Context: an optimization exercise on an open-source flow, tuned for small area, a short achievable clock period and few clock cycles per item. The choices shown serve that exercise and are no tape-out recipe.
At most, simulation tests tie the RTL to the original design; equivalence was not proved.
Power figures rest on the tool's default switching activity, not on a simulated workload.

trial 65:
==> flow/design.v <==
module SME ( clk, reset, chardata, isstring, ispattern, valid, match, match_index);
input clk;
input reset;
input [7:0] chardata;
input isstring;
input ispattern;
output valid;
output match;
output [4:0] match_index;
reg valid;
reg match;
reg [4:0] match_index;
reg [7:0] s [0:31];
reg [5:0] len;           
reg       str_q;         
integer n;
always @(posedge clk) begin
	if (isstring) begin
		for (n = 0; n < 31; n = n + 1)
			s[n] <= s[n+1];
		s[31] <= chardata;
		len <= str_q ? len + 6'd1 : 6'd1;
	end
end
wire in_car  = (chardata == 8'h5E);
wire in_dol  = (chardata == 8'h24);
wire in_dot  = (chardata == 8'h2E);
wire in_star = (chardata == 8'h2A);
reg [31:0] eq_q;         
reg        lit_q, dot_q, car_q, dol_q, star_q;
reg        pat_q;        
integer j;
always @(posedge clk) begin
	for (j = 0; j < 32; j = j + 1)
		eq_q[j] <= (s[j] == chardata);
	lit_q  <= !(in_car | in_dol | in_dot | in_star);
	dot_q  <= in_dot;
	car_q  <= in_car;
	dol_q  <= in_dol;
	star_q <= in_star;
end
reg  [32:0] m;
reg  [4:0]  base;        
reg         starred;     
wire [5:0] lo = 6'd32 - len;
reg  [31:0] v;           
always @(*) begin
	for (j = 0; j < 32; j = j + 1)
		v[j] = (j >= lo);
end
reg [31:0] sp;
always @(*) begin
	for (j = 0; j < 32; j = j + 1)
		sp[j] = (s[j] == 8'h20);
end
reg [32:0] pre;
always @(*) begin
	pre[0] = m[0];
	for (j = 1; j < 33; j = j + 1)
		pre[j] = pre[j-1] | m[j];
end
reg [32:0] m_nxt;
always @(*) begin
	m_nxt[0] = (car_q & m[0]) |
	           (dol_q & m[0] & sp[0]) |
	           (star_q & pre[0]);
	for (j = 1; j < 32; j = j + 1)
		m_nxt[j] = (dot_q & m[j-1]) |
		           (lit_q & m[j-1] & eq_q[j-1]) |
		           (car_q & m[j] & (!m[j-1] | sp[j-1])) |
		           (dol_q & m[j] & sp[j]) |
		           (star_q & pre[j]);
	m_nxt[32] = (dot_q & m[31]) |
	            (lit_q & m[31] & eq_q[31]) |
	            (dol_q & m[32]) |
	            (star_q & pre[32]);
end
wire [4:0] base_nxt = (lit_q | dot_q) ? base - 5'd1 : base;
wire [32:0] m_res = star_q ? m : m_nxt;
reg [4:0] fs;
always @(*) begin
	fs = 5'd0;
	for (j = 31; j >= 0; j = j - 1)
		if (m_res[j]) fs = j;
end
always @(posedge clk) begin
	if (pat_q) begin
		m    <= m_nxt;
		base <= base_nxt;
	end else begin
		m    <= {1'b0, v};
		base <= len[4:0];
	end
end
always @(posedge clk or posedge reset) begin
	if (reset) begin
		str_q   <= 1'b0;
		pat_q   <= 1'b0;
		starred <= 1'b0;
		valid   <= 1'b0;
	end else begin
		str_q   <= isstring;
		pat_q   <= ispattern;
		starred <= pat_q & (starred | star_q);
		valid   <= pat_q & !ispattern;
	end
end
always @(posedge clk) begin
	match <= |m_res;
	if (!starred)
		match_index <= fs + base_nxt;
end
endmodule
make LEC_CHECK=0 CAP_MARGIN=20 CORE_MARGIN=2 CORE_UTILIZATION=40 SETUP_SLACK_MARGIN=5 SLEW_MARGIN=20 finish   # period 8.0 ns
run.sh (not shown) runs the stock make flow with config.mk's settings and CLKGATE_MAP_FILE= SYNTH_SCRIPT=/design/flow/synth_recipe.tcl, a recipe that flattens the netlist after the stock synthesis.
Trial 65 reached the final stage; the timing, DRC and antenna checks on its layout passed.
Input-level comparison between build 6 and trial 65:
-- flow/design.v --
<<< trial 65, line 27
wire in_dot  = (chardata == 8'h2E);
wire in_star = (chardata == 8'h2A);
reg [31:0] eq_q;         
reg        lit_q, dot_q, car_q, dol_q, star_q;
>>> build 6, line 27
wire in_dot  = (chardata == 8'h2E);
wire in_star = (chardata == 8'h2A);
wire [7:0] c_eff = (in_car | in_dol) ? 8'h20 : chardata;
reg [31:0] eq_q;         
reg        lit_q, dot_q, car_q, dol_q, star_q;
<<< trial 65, line 33
always @(posedge clk) begin
	for (j = 0; j < 32; j = j + 1)
		eq_q[j] <= (s[j] == chardata);
	lit_q  <= !(in_car | in_dol | in_dot | in_star);
	dot_q  <= in_dot;
>>> build 6, line 34
always @(posedge clk) begin
	for (j = 0; j < 32; j = j + 1)
		eq_q[j] <= (s[j] == c_eff);
	lit_q  <= !(in_car | in_dol | in_dot | in_star);
	dot_q  <= in_dot;
<<< trial 65, line 49
		v[j] = (j >= lo);
end
reg [31:0] sp;
always @(*) begin
	for (j = 0; j < 32; j = j + 1)
		sp[j] = (s[j] == 8'h20);
end
reg [32:0] pre;
always @(*) begin
>>> build 6, line 50
		v[j] = (j >= lo);
end
reg [32:0] pre;
always @(*) begin
<<< trial 65, line 63
always @(*) begin
	m_nxt[0] = (car_q & m[0]) |
	           (dol_q & m[0] & sp[0]) |
	           (star_q & pre[0]);
	for (j = 1; j < 32; j = j + 1)
		m_nxt[j] = (dot_q & m[j-1]) |
		           (lit_q & m[j-1] & eq_q[j-1]) |
		           (car_q & m[j] & (!m[j-1] | sp[j-1])) |
		           (dol_q & m[j] & sp[j]) |
		           (star_q & pre[j]);
	m_nxt[32] = (dot_q & m[31]) |
>>> build 6, line 59
always @(*) begin
	m_nxt[0] = (car_q & m[0]) |
	           (dol_q & m[0] & eq_q[0]) |
	           (star_q & pre[0]);
	for (j = 1; j < 32; j = j + 1)
		m_nxt[j] = (dot_q & m[j-1]) |
		           (lit_q & m[j-1] & eq_q[j-1]) |
		           (car_q & m[j] & (!m[j-1] | eq_q[j-1])) |
		           (dol_q & m[j] & eq_q[j]) |
		           (star_q & pre[j]);
	m_nxt[32] = (dot_q & m[31]) |
<<< trial 65, line 77
end
wire [4:0] base_nxt = (lit_q | dot_q) ? base - 5'd1 : base;
wire [32:0] m_res = star_q ? m : m_nxt;
reg [4:0] fs;
always @(*) begin
	fs = 5'd0;
	for (j = 31; j >= 0; j = j - 1)
		if (m_res[j]) fs = j;
end
always @(posedge clk) begin
>>> build 6, line 73
end
wire [4:0] base_nxt = (lit_q | dot_q) ? base - 5'd1 : base;
reg [4:0] fs;
always @(*) begin
	fs = 5'd0;
	for (j = 31; j >= 0; j = j - 1)
		if (m_nxt[j]) fs = j;
end
always @(posedge clk) begin
<<< trial 65, line 107
end
always @(posedge clk) begin
	match <= |m_res;
	if (!starred)
		match_index <= fs + base_nxt;
>>> build 6, line 102
end
always @(posedge clk) begin
	match <= |m_nxt;
	if (!starred)
		match_index <= fs + base_nxt;
## What came out
Against trial 65, build 6 comes in 0.024 ns lower on worst hold margin.
Build 6: worst setup slack is 0.46 ns lower than what trial 65 reported.
Build 6 ends up with higher cell count along the critical path than trial 65 does.
Between build 6 and trial 65, first-pass GRT wire length is lower for build 6, trial 65 comes in above that.
On highest cell delay on the worst timing path: build 6 sits above trial 65.
Routed length per instance was higher in the run labelled build 6.
Trial 65 vs build 6, end of the critical path: match_index[3] vs match_index[4]
No functional check of the RTL was part of any run of this note.

========
SME, a different RTL version from the one above (not shown whole).
Size in the first run: roughly 340 flip-flops, roughly 19 I/O pins.
==> module SME, before the edit <==
module SME ( clk, reset, chardata, isstring, ispattern, valid, match, match_index);
input clk;
input reset;
input [7:0] chardata;
input isstring;
input ispattern;
output valid;
output match;
output [4:0] match_index;
reg valid;
reg match;
reg [4:0] match_index;
reg  [7:0] c_q;         
reg        lit_q, dot_q, car_q, dol_q, star_q;
reg        str_q, str_q2;
reg        pat_q, pat_q2;
wire in_car  = (chardata == 8'h5E);
wire in_dol  = (chardata == 8'h24);
wire in_dot  = (chardata == 8'h2E);
wire in_star = (chardata == 8'h2A);
always @(posedge clk) begin
	c_q    <= (in_car | in_dol) ? 8'h20 : chardata;
	lit_q  <= !(in_car | in_dol | in_dot | in_star);
	dot_q  <= in_dot;
	car_q  <= in_car;
	dol_q  <= in_dol;
	star_q <= in_star;
end
always @(posedge clk or posedge reset) begin
	if (reset) begin
		str_q  <= 1'b0;
		str_q2 <= 1'b0;
		pat_q  <= 1'b0;
		pat_q2 <= 1'b0;
	end else begin
		str_q  <= isstring;
		str_q2 <= str_q;
		pat_q  <= ispattern;
		pat_q2 <= pat_q;
	end
end
reg [7:0] s [0:31];
reg [5:0] len;           
integer n;
always @(posedge clk) begin
	if (str_q) begin
		for (n = 0; n < 31; n = n + 1)
			s[n] <= s[n+1];
		s[31] <= c_q;
		len <= str_q2 ? len + 6'd1 : 6'd1;
	end
end
wire [5:0] len_nxt = str_q ? (str_q2 ? len + 6'd1 : 6'd1) : len;
wire [5:0] lo = 6'd32 - len_nxt;
reg  [31:0] v;
integer j;
always @(*) begin
	for (j = 0; j < 32; j = j + 1)
		v[j] = (j >= lo);
end
reg [31:0] eq;
always @(*) begin
	for (j = 0; j < 32; j = j + 1)
		eq[j] = (s[j] == c_q);
end
reg  [32:0] m;
reg  [4:0]  base;        
reg         starred;
reg [32:0] pre;
always @(*) begin
	pre[0] = m[0];
	for (j = 1; j < 33; j = j + 1)
		pre[j] = pre[j-1] | m[j];
end
reg [32:0] x;
always @(*) begin
	for (j = 0; j < 32; j = j + 1)
		x[j] = m[j] & ((lit_q & eq[j]) | dot_q | (dol_q & eq[j]) | star_q |
		               (car_q & (j == 0 || !m[j-1] || eq[j-1])));
	x[32] = m[32] & (dol_q | star_q);
end
reg [15:0] a2; reg [7:0] a4; reg [3:0] a8; reg [1:0] a16;
reg [31:0] i1;  reg [31:0] i2; reg [31:0] i4; reg [31:0] i8; reg [4:0] fs;
always @(*) begin
	i1 = 32'd0; i2 = 32'd0; i4 = 32'd0; i8 = 32'd0;
	for (j = 0; j < 16; j = j + 1) begin             
		a2[j] = x[2*j] | x[2*j+1];
		i1[j] = !x[2*j] & x[2*j+1];
	end
	for (j = 0; j < 8; j = j + 1) begin              
		a4[j] = a2[2*j] | a2[2*j+1];
		i2[2*j]   = a2[2*j] ? i1[2*j] : i1[2*j+1];
		i2[2*j+1] = !a2[2*j] & a2[2*j+1];
	end
	for (j = 0; j < 4; j = j + 1) begin              
		a8[j] = a4[2*j] | a4[2*j+1];
		i4[3*j]   = a4[2*j] ? i2[4*j]   : i2[4*j+2];
		i4[3*j+1] = a4[2*j] ? i2[4*j+1] : i2[4*j+3];
		i4[3*j+2] = !a4[2*j] & a4[2*j+1];
	end
	for (j = 0; j < 2; j = j + 1) begin              
		a16[j] = a8[2*j] | a8[2*j+1];
		i8[4*j]   = a8[2*j] ? i4[6*j]   : i4[6*j+3];
		i8[4*j+1] = a8[2*j] ? i4[6*j+1] : i4[6*j+4];
		i8[4*j+2] = a8[2*j] ? i4[6*j+2] : i4[6*j+5];
		i8[4*j+3] = !a8[2*j] & a8[2*j+1];
	end
	fs[0] = a16[0] ? i8[0] : i8[4];
	fs[1] = a16[0] ? i8[1] : i8[5];
	fs[2] = a16[0] ? i8[2] : i8[6];
	fs[3] = a16[0] ? i8[3] : i8[7];
	fs[4] = !a16[0] & a16[1];
end
reg [32:0] m_nxt;
always @(*) begin
	m_nxt[0] = (car_q & m[0]) |
	           (dol_q & m[0] & eq[0]) |
	           (star_q & pre[0]);
	for (j = 1; j < 32; j = j + 1)
		m_nxt[j] = ((lit_q | dot_q) & m[j-1] & (dot_q | eq[j-1])) |
		           (car_q & m[j] & (!m[j-1] | eq[j-1])) |
		           (dol_q & m[j] & eq[j]) |
		           (star_q & pre[j]);
	m_nxt[32] = ((lit_q | dot_q) & m[31] & (dot_q | eq[31])) |
	            (dol_q & m[32]) |
	            (star_q & pre[32]);
end
always @(posedge clk) begin
	if (pat_q) begin
		m    <= m_nxt;
		base <= (lit_q | dot_q) ? base - 5'd1 : base;
	end else begin
		m    <= {1'b0, v};
		base <= len_nxt[4:0];
	end
end
reg [4:0] fsq, bq;
reg       starred2;
always @(posedge clk) begin
	fsq <= fs;
	bq  <= base;
end
wire [2:0] lo_sum = {1'b0, fsq[1:0]} + {1'b0, bq[1:0]};
wire [2:0] hi0 = fsq[4:2] + bq[4:2];
wire [2:0] hi1 = fsq[4:2] + bq[4:2] + 3'd1;
wire [4:0] cand = {lo_sum[2] ? hi1 : hi0, lo_sum[1:0]};
always @(posedge clk or posedge reset) begin
	if (reset) begin
		starred  <= 1'b0;
		starred2 <= 1'b0;
	end else begin
		starred  <= pat_q & (starred | star_q);
		starred2 <= starred;
	end
end
always @(posedge clk) begin
	if (!starred2)
		match_index <= cand;
end
always @(posedge clk or posedge reset) begin
	if (reset) begin
		valid <= 1'b0;
	end else begin
		valid <= pat_q2 & !pat_q;
	end
end
always @(posedge clk) begin
	match <= |m;
end
endmodule
clock: 8.0 ns
lec_check: 0
cap_margin: 20
core_margin: 2
core_utilization: 40
cts_cluster_diameter: 120
cts_cluster_size: 24
setup_slack_margin: 5
slew_margin: 20
The starting point completed with no timing, DRC or antenna violations.
Next try:
--- a/flow/design.v
+++ b/flow/design.v
@@ -72,20 +72,13 @@
 	for (j = 1; j < 33; j = j + 1)
 		pre[j] = pre[j-1] | m[j];
 end
-reg [32:0] x;
-always @(*) begin
-	for (j = 0; j < 32; j = j + 1)
-		x[j] = m[j] & ((lit_q & eq[j]) | dot_q | (dol_q & eq[j]) | star_q |
-		               (car_q & (j == 0 || !m[j-1] || eq[j-1])));
-	x[32] = m[32] & (dol_q | star_q);
-end
 reg [15:0] a2; reg [7:0] a4; reg [3:0] a8; reg [1:0] a16;
 reg [31:0] i1;  reg [31:0] i2; reg [31:0] i4; reg [31:0] i8; reg [4:0] fs;
 always @(*) begin
 	i1 = 32'd0; i2 = 32'd0; i4 = 32'd0; i8 = 32'd0;
 	for (j = 0; j < 16; j = j + 1) begin             
-		a2[j] = x[2*j] | x[2*j+1];
-		i1[j] = !x[2*j] & x[2*j+1];
+		a2[j] = m[2*j] | m[2*j+1];
+		i1[j] = !m[2*j] & m[2*j+1];
 	end
 	for (j = 0; j < 8; j = j + 1) begin              
 		a4[j] = a2[2*j] | a2[2*j+1];
@@ -111,6 +104,10 @@
 	fs[3] = a16[0] ? i8[3] : i8[7];
 	fs[4] = !a16[0] & a16[1];
 end
+wire [2:0] lo_sum = {1'b0, fs[1:0]} + {1'b0, base[1:0]};
+wire [2:0] hi0 = fs[4:2] + base[4:2];
+wire [2:0] hi1 = fs[4:2] + base[4:2] + 3'd1;
+wire [4:0] cand = {lo_sum[2] ? hi1 : hi0, lo_sum[1:0]};
 reg [32:0] m_nxt;
 always @(*) begin
 	m_nxt[0] = (car_q & m[0]) |
@@ -134,27 +131,14 @@
 		base <= len_nxt[4:0];
 	end
 end
-reg [4:0] fsq, bq;
-reg       starred2;
-always @(posedge clk) begin
-	fsq <= fs;
-	bq  <= base;
-end
-wire [2:0] lo_sum = {1'b0, fsq[1:0]} + {1'b0, bq[1:0]};
-wire [2:0] hi0 = fsq[4:2] + bq[4:2];
-wire [2:0] hi1 = fsq[4:2] + bq[4:2] + 3'd1;
-wire [4:0] cand = {lo_sum[2] ? hi1 : hi0, lo_sum[1:0]};
 always @(posedge clk or posedge reset) begin
-	if (reset) begin
-		starred  <= 1'b0;
-		starred2 <= 1'b0;
-	end else begin
-		starred  <= pat_q & (starred | star_q);
-		starred2 <= starred;
-	end
+	if (reset)
+		starred <= 1'b0;
+	else
+		starred <= pat_q & (starred | star_q);
 end
 always @(posedge clk) begin
-	if (!starred2)
+	if (!starred)
 		match_index <= cand;
 end
 always @(posedge clk or posedge reset) begin
=> The changed run ran to the end with no violations. Routed wire length came out lower by 10%. Worst setup slack gets worse by 0.037 ns. Hold slack gets better by 0.070 ns. Maximum frequency came out lower by 1.3%. Design area came out lower by 5.5%. Non-clock buffer count came out lower by 3. Synthesized area came out lower by 6.6%. Final cell count came out lower by 8.1%. Die area came out lower by 6.5%.
No functional check of the RTL was part of any run of this note.

========
Setup of the reference run:
Another version of the RTL of SME (not shown whole).
For scale: ~1200 cells after synthesis, about 330 flip-flops, about 19 I/O pins, ~0.015 mm2 of cells after synthesis.
==> module SME, before the edit <==
module SME ( clk, reset, chardata, isstring, ispattern, valid, match, match_index);
input clk;
input reset;
input [7:0] chardata;
input isstring;
input ispattern;
output valid;
output match;
output [4:0] match_index;
reg valid;
reg match;
reg [4:0] match_index;
reg  [7:0] c_q;         
reg        lit_q, dot_q, car_q, dol_q, star_q;
reg        str_q, str_q2;
reg        pat_q, pat_q2;
wire in_car  = (chardata == 8'h5E);
wire in_dol  = (chardata == 8'h24);
wire in_dot  = (chardata == 8'h2E);
wire in_star = (chardata == 8'h2A);
always @(posedge clk) begin
	c_q    <= (in_car | in_dol) ? 8'h20 : chardata;
	lit_q  <= !(in_car | in_dol | in_dot | in_star);
	dot_q  <= in_dot;
	car_q  <= in_car;
	dol_q  <= in_dol;
	star_q <= in_star;
end
always @(posedge clk or posedge reset) begin
	if (reset) begin
		str_q  <= 1'b0;
		str_q2 <= 1'b0;
		pat_q  <= 1'b0;
		pat_q2 <= 1'b0;
	end else begin
		str_q  <= isstring;
		str_q2 <= str_q;
		pat_q  <= ispattern;
		pat_q2 <= pat_q;
	end
end
reg [7:0] s [0:31];
reg [5:0] len;           
integer n;
always @(posedge clk) begin
	if (str_q) begin
		for (n = 0; n < 31; n = n + 1)
			s[n] <= s[n+1];
		s[31] <= c_q;
		len <= str_q2 ? len + 6'd1 : 6'd1;
	end
end
wire [5:0] len_nxt = str_q ? (str_q2 ? len + 6'd1 : 6'd1) : len;
wire [5:0] lo = 6'd32 - len_nxt;
reg  [31:0] v;
integer j;
always @(*) begin
	for (j = 0; j < 32; j = j + 1)
		v[j] = (j >= lo);
end
reg [31:0] eq;
always @(*) begin
	for (j = 0; j < 32; j = j + 1)
		eq[j] = (s[j] == c_q);
end
reg  [32:0] m;
reg  [4:0]  base;        
reg         starred;
reg [32:0] pre;
always @(*) begin
	pre[0] = m[0];
	for (j = 1; j < 33; j = j + 1)
		pre[j] = pre[j-1] | m[j];
end
reg [4:0] fs;
always @(*) begin
	fs = 5'd0;
	for (j = 31; j >= 0; j = j - 1)
		if (m[j]) fs = j;
end
wire [4:0] cand = fs + base;
reg [32:0] m_nxt;
always @(*) begin
	m_nxt[0] = (car_q & m[0]) |
	           (dol_q & m[0] & eq[0]) |
	           (star_q & pre[0]);
	for (j = 1; j < 32; j = j + 1)
		m_nxt[j] = ((lit_q | dot_q) & m[j-1] & (dot_q | eq[j-1])) |
		           (car_q & m[j] & (!m[j-1] | eq[j-1])) |
		           (dol_q & m[j] & eq[j]) |
		           (star_q & pre[j]);
	m_nxt[32] = ((lit_q | dot_q) & m[31] & (dot_q | eq[31])) |
	            (dol_q & m[32]) |
	            (star_q & pre[32]);
end
always @(posedge clk) begin
	if (pat_q) begin
		m    <= m_nxt;
		base <= (lit_q | dot_q) ? base - 5'd1 : base;
	end else begin
		m    <= {1'b0, v};
		base <= len_nxt[4:0];
	end
end
always @(posedge clk or posedge reset) begin
	if (reset)
		starred <= 1'b0;
	else
		starred <= pat_q & (starred | star_q);
end
always @(posedge clk) begin
	if (!starred)
		match_index <= cand;
end
always @(posedge clk or posedge reset) begin
	if (reset) begin
		valid <= 1'b0;
	end else begin
		valid <= pat_q2 & !pat_q;
	end
end
always @(posedge clk) begin
	match <= |m;
end
endmodule
export LEC_CHECK = 0
export CAP_MARGIN = 20
export CORE_MARGIN = 2
export CORE_UTILIZATION = 40
export CTS_CLUSTER_DIAMETER = 120
export CTS_CLUSTER_SIZE = 24
export SETUP_SLACK_MARGIN = 5
export SLEW_MARGIN = 20
create_clock -name core_clock -period 8.0 [get_ports {clk}]
Testbench counts of the reference run, summed over its fixed seeds: cycles 114,566, items 8,000.
diff inputs: the reference run => the trial run
diff --git a/flow/design.v b/flow/design.v
--- a/flow/design.v
+++ b/flow/design.v
@@ -11,7 +11,7 @@
 reg match;
 reg [4:0] match_index;
 reg  [7:0] c_q;         
-reg        lit_q, dot_q, car_q, dol_q, star_q;
+reg        dot_q, car_q, dol_q, star_q;
 reg        str_q, str_q2;
 reg        pat_q, pat_q2;
 wire in_car  = (chardata == 8'h5E);
@@ -20,7 +20,6 @@
 wire in_star = (chardata == 8'h2A);
 always @(posedge clk) begin
 	c_q    <= (in_car | in_dol) ? 8'h20 : chardata;
-	lit_q  <= !(in_car | in_dol | in_dot | in_star);
 	dot_q  <= in_dot;
 	car_q  <= in_car;
 	dol_q  <= in_dol;
@@ -39,19 +38,20 @@
 		pat_q2 <= pat_q;
 	end
 end
+wire lit_q = !(dot_q | car_q | dol_q | star_q);
 reg [7:0] s [0:31];
-reg [5:0] len;           
+reg [4:0] len;           
 integer n;
 always @(posedge clk) begin
 	if (str_q) begin
 		for (n = 0; n < 31; n = n + 1)
 			s[n] <= s[n+1];
 		s[31] <= c_q;
-		len <= str_q2 ? len + 6'd1 : 6'd1;
+		len <= str_q2 ? len + 5'd1 : 5'd1;
 	end
 end
-wire [5:0] len_nxt = str_q ? (str_q2 ? len + 6'd1 : 6'd1) : len;
-wire [5:0] lo = 6'd32 - len_nxt;
+wire [4:0] len_nxt = str_q ? (str_q2 ? len + 5'd1 : 5'd1) : len;
+wire [4:0] lo = 5'd0 - len_nxt;      
 reg  [31:0] v;
 integer j;
 always @(*) begin
@@ -99,7 +99,7 @@
 		base <= (lit_q | dot_q) ? base - 5'd1 : base;
 	end else begin
 		m    <= {1'b0, v};
-		base <= len_nxt[4:0];
+		base <= len_nxt;
 	end
 end
 always @(posedge clk or posedge reset) begin
--- outcome ---
The trial run completed every stage of the flow, and the final layout passed the timing, DRC and antenna checks.
The trial run and the reference run ended up with nearly the same share of the core filled with cells.
Comparing the trial run and the reference run, the lower via count is on the trial run.
Compared to the reference run, the trial run has number of rows in the core area about 1.4% lower.
Changes observed in the trial run relative to the reference run: complex-gate fraction of the synthesized area now sits lower, final standard cell area without fillers now sits lower, total power consumption of the routed design now sits higher.
Lower synthesized instance count among the trial run and the reference run: the trial run
Compared the trial run vs the reference run, and via count of the first global-routing pass is down in the trial run.
Setup WNS the reference run -> the trial run: worse
Critical path depth in cells, the trial run and the reference run: lower on the trial run
Looking at multi-input logic portion of the cell area across the trial run and the reference run, the one that comes out lower is the trial run.
NOTE post-synthesis register bit count the reference run->the trial run decreased slightly
Testbench counts of the trial run, summed over its fixed seeds: cycles 114,566, items 8,000.

## what the ideal ports hide
In the flow no input, the clock included, has a driving cell. The finished layouts below were timed again as built, in two steps. Step 1, drivers: a clkbuf_16 drives clk and a buf_2 each remaining input, both assumed. Step 2 also shifts input and output timing later by t, the mid clock arrival at the registers, as if the neighbouring blocks saw the same clock. Three values: no drivers, after step 1, after step 2; two values: the first two.
run | t, ns | setup WS [ns] | worst data-port slew with drivers (ns)
trial 65 | 0.567 | 4.252 / 4.252 / 4.252 | 0.05
build 6 | 0.581 | 3.797 / 3.797 / 3.797 | 0.16
the first run of note 2 | 0.565 | 5.090 / 5.090 / 4.773 | 0.05
the second run of note 2 | 0.555 | 5.053 / 5.053 / 4.665 | 0.03
the reference run | 0.559 | 5.105 / 5.100 / 4.701 | 0.03
the trial run | 0.573 | 5.021 / 5.021 / 4.950 | 0.03
After both steps every run listed still meets setup and hold. The setup slack of the reference run, which loses most, moves by -0.005 ns with the drivers and by -0.404 ns with both steps.
